This is an optimization exercise on Yosys and OpenROAD, whose aim is small area and a short achievable clock period, not a production implementation.
RTL that was checked went through simulation tests only; none was proved equivalent to the original.

job 7146:
Design DSP_modules, start of the top module:
module DSP_modules
(
	input			clk,
	input			reset,
	output			done,
	input	[15:0]	in_a,
	input	[15:0]	in_b,
	output	[31:0]	out_a,
	output	[31:0]	out_b
);
	reg [15:0] a_r, b_r;
	always @(posedge clk) begin
		a_r <= in_a;
		b_r <= in_b;
	end
	reg [4:0] vld;
	always @(posedge clk) begin
		if (reset) vld <= 5'd0;
		else vld <= {vld[3:0], 1'b1};
	end
	assign done = vld[4];
	wire ucc0;
	wire ucc1;
	wire ucc2;
	wire ucc3;
	wire ucc4;
	wire ucc5;
	wire ucc6;
	wire ucc7;
	wire ucc8;
	wire ucc9;
	wire ucc10;
	wire ucc11;
	wire ucc12;
	wire ucc13;
	wire ucc14;
	wire ucc15;
	wire ucc16;
	wire usat;
	wire e1;
	wire br0;
	wire a1_0;
	wire br1;
	wire a1_1;
	wire br2;
	wire a1_2;
	wire br3;
	wire a1_3;
	wire br4;
	wire a1_4;
	wire br5;
	wire a1_5;
	wire br6;
	wire a1_6;
	wire br7;
	wire a1_7;
	wire br8;
	wire a1_8;
	wire br9;
	wire a1_9;
	wire br10;
	wire a1_10;
	wire br11;
	wire a1_11;
	wire br12;
	wire a1_12;
	wire br13;
	wire a1_13;
	wire br14;
	wire a1_14;
	wire br15;
	wire a1_15;
	wire br16;
	wire a1_16;
	wire inv1;
	wire x1_0;
	wire x1_1;
	wire x1_2;
	wire x1_3;
	wire x1_4;
	wire x1_5;
	wire x1_6;
	wire x1_7;
	wire x1_8;
	wire x1_9;
	wire x1_10;
	wire x1_11;
	wire x1_12;
	wire x1_13;
	wire x1_14;
	wire x1_15;
	wire scc0;
	wire scc1;
	wire scc2;
	wire scc3;
	wire scc4;
	wire scc5;
	wire scc6;
	wire scc7;
	wire scc8;
	wire scc9;
	wire scc10;
	wire scc11;
	wire scc12;
	wire scc13;
	wire scc14;
	wire scc15;
	wire scc16;
	wire ssat;
	wire u1_x1;
	wire u1_s1;
	wire u1_x2;
	wire u1_s2;
	wire u1_x3;
	wire u1_s3;
	wire u1_x4;
	wire u1_s4;
	wire u1_x5;
	wire u1_s5;
	wire u1_x6;
	wire u1_s6;
  ...
clock: 120.0 ns
lec_check: 0
cap_margin: 20
core_margin: 2
core_utilization: 40
cts_buf_list: sky130_fd_sc_hd__clkbuf_8
cts_cluster_diameter: 60
cts_cluster_size: 20
slew_margin: 20
standard.sh (not shown) runs the stock make flow with config.mk's settings and CLKGATE_MAP_FILE= SYNTH_SCRIPT=/design/flow/synth_recipe.tcl, a recipe that flattens the netlist after the stock synthesis.
==> flow/flow/run.sh <==
#!/bin/bash
# Own layout flow: the standard flow (standard.sh, unchanged synthesis)
# with these changes:
#  1. Between synthesis and floorplan, flow/netopt.py (see its header)
#     - puts each full adder's carry input on the fast CIN pin (the three
#       adder inputs are interchangeable),
#     - drops buffers and double inverters that synthesis left around the
#       adder cells (repair_design re-buffers as it needs),
#     - uses a stronger drive of the same flip-flop cell for flip-flops that
#       drive 14 or more pins.
#     The logic and every register (name, cell type) stay as synthesized.
#  2. Every port gets its own sky130_fd_sc_hd__buf_1 port buffer.
#  3. Clock tree: clkbuf_8 buffers, no dummy load cells.
# Each tool's full output goes to its own log file in this folder.
set -euo pipefail
R=$PWD/orfs/results/sky130hd/DSP_modules/base
bash standard.sh synth > synth.log 2>&1
cp $R/1_2_yosys.v $R/1_2_yosys.std.v
python3 flow/netopt.py $R/1_2_yosys.std.v $R/1_2_yosys.v --band 8 --carry-weight 3 --upsize-ff 14 > netopt.log 2>&1
touch $R/1_2_yosys.v
bash standard.sh BUFFER_PORTS_ARGS="-buffer_cell sky130_fd_sc_hd__buf_1" \
  CTS_ARGS="-sink_clustering_enable -repair_clock_nets -dont_use_dummy_load -root_buf sky130_fd_sc_hd__clkbuf_16 -buf_list sky130_fd_sc_hd__clkbuf_8 -sink_clustering_size 20 -sink_clustering_max_diameter 60" \
  finish > layout.log 2>&1
Other scripts of this flow, unchanged in this note and not shown: flow/flow/netopt.py
Input-level comparison between job 7926 and job 7146:
--- a/flow/design.v
+++ b/flow/design.v
@@ -1113,16 +1113,19 @@
 	wire ys13;
 	wire yu13;
 	wire smag14;
 	wire ys14;
 	wire yu14;
 	wire smag15;
 	wire ys15;
 	wire yu15;
+	wire sall;
+	wire sgn1;
+	wire sgn2;
 	wire u1_c1;
 	wire u1_c2;
 	wire u1_c3;
 	wire u1_c4;
 	wire u1_c5;
 	wire u1_c6;
 	wire u1_c7;
 	wire u1_c8;
@@ -3570,16 +3573,22 @@
 	assign ys13 = r3_ssat ? ~neg : smag13;
 	assign yu13 = r3_u3_inv | r3_usat;
 	assign smag14 = r3_s1_inv ^ sinc14;
 	assign ys14 = r3_ssat ? ~neg : smag14;
 	assign yu14 = r3_u2_inv | r3_usat;
 	assign smag15 = neg ^ sinc15;
 	assign ys15 = r3_ssat ? neg : smag15;
 	assign yu15 = r3_u1_inv | r3_usat;
+	assign sall = s15_inv & s14_inv & s13_inv & r3_s12_inv & r3_s11_inv & r3_s10_inv & r3_s9_inv & r3_s8_inv & r3_s7_inv & r3_s6_inv & r3_s5_inv & r3_s4_inv & r3_s3_inv & r3_s2_inv & r3_s1_inv;
+	assign sgn1 = neg & (r3_ssat | ~sall);
+	assign sgn2 = (r3_ssat & neg) | (neg & ~sall);
 	reg [15:0] ya_r, yb_r;
+	reg sg1_r, sg2_r;
 	always @(posedge clk) begin
 		ya_r <= {ys15, ys14, ys13, ys12, ys11, ys10, ys9, ys8, ys7, ys6, ys5, ys4, ys3, ys2, ys1, ys0};
 		yb_r <= {yu15, yu14, yu13, yu12, yu11, yu10, yu9, yu8, yu7, yu6, yu5, yu4, yu3, yu2, yu1, yu0};
+		sg1_r <= sgn1;
+		sg2_r <= sgn2;
 	end
-	assign out_a = {{16{ya_r[15]}}, ya_r};
+	assign out_a = {{5{sg2_r}}, {6{sg1_r}}, {5{ya_r[15]}}, ya_r};
 	assign out_b = {16'd0, yb_r};
 endmodule
Findings:
Across both runs, clock buffer count from CTS was higher for job 7926 than for job 7146. Compared with job 7146, job 7926 shows sequential cell count that has gone up slightly. Looking at time the final worst path needs with I/O delays and setup across job 7146 and job 7926, the one that comes out lower is job 7926. Taking job 7146 as the reference, in job 7926 maximum clock frequency closely matched the old numbers, data arrival time of the critical path went down. For pin count of the biggest net entering global routing, job 7926 and job 7146 come out practically identical. Multi-input combinational cell count ends up lower on job 7146. There was hardly any difference in area growth from synthesis to final layout between job 7146 and job 7926. Between job 7926 and job 7146, it is job 7926 whose routed length on met2 is higher, by 4.0%. Diff job 7146 -> job 7926 | number of standard-cell rows in the floorplan | up slightly. For job 7926, the last element of the critical path was out_a[25], unlike job 7146, where it was out_a[17]. Looking at average instance area after synthesis, job 7926 sits 2.5% lower than job 7146 does.
The RTL of job 7926 was laid out without a check of its function.

port drivers added, routing unchanged:
In the flow no input, the clock included, has a driving cell. The finished layouts below were timed again as built, in two steps.
Step 1 sets driving cells, clkbuf_16 on the clock port and buf_2 on the other inputs (assumed; they add their load-dependent delay and slew).
Step 2 adds t to the input delays and takes it off the output delays; t is the mean of the earliest and latest rising clock arrival at the registers after step 1. Input paths then give back, and output paths get back, about the clock's delay inside the block.
Three values: ideal, step 1, step 2; two values: the first two.
run	t, ns	setup slack, ns	worst setup path after step 2	clock arrival spread, ns	slew at the worst register clock pin (ns)
job 7146	0.558	94.871 / 94.819 / 95.377	register to output	0.083 / 0.083	0.11 / 0.11
job 7926	0.568	94.905 / 94.855 / 95.422	register to output	0.079 / 0.079	0.11 / 0.11
After both steps every run listed still meets setup and hold.
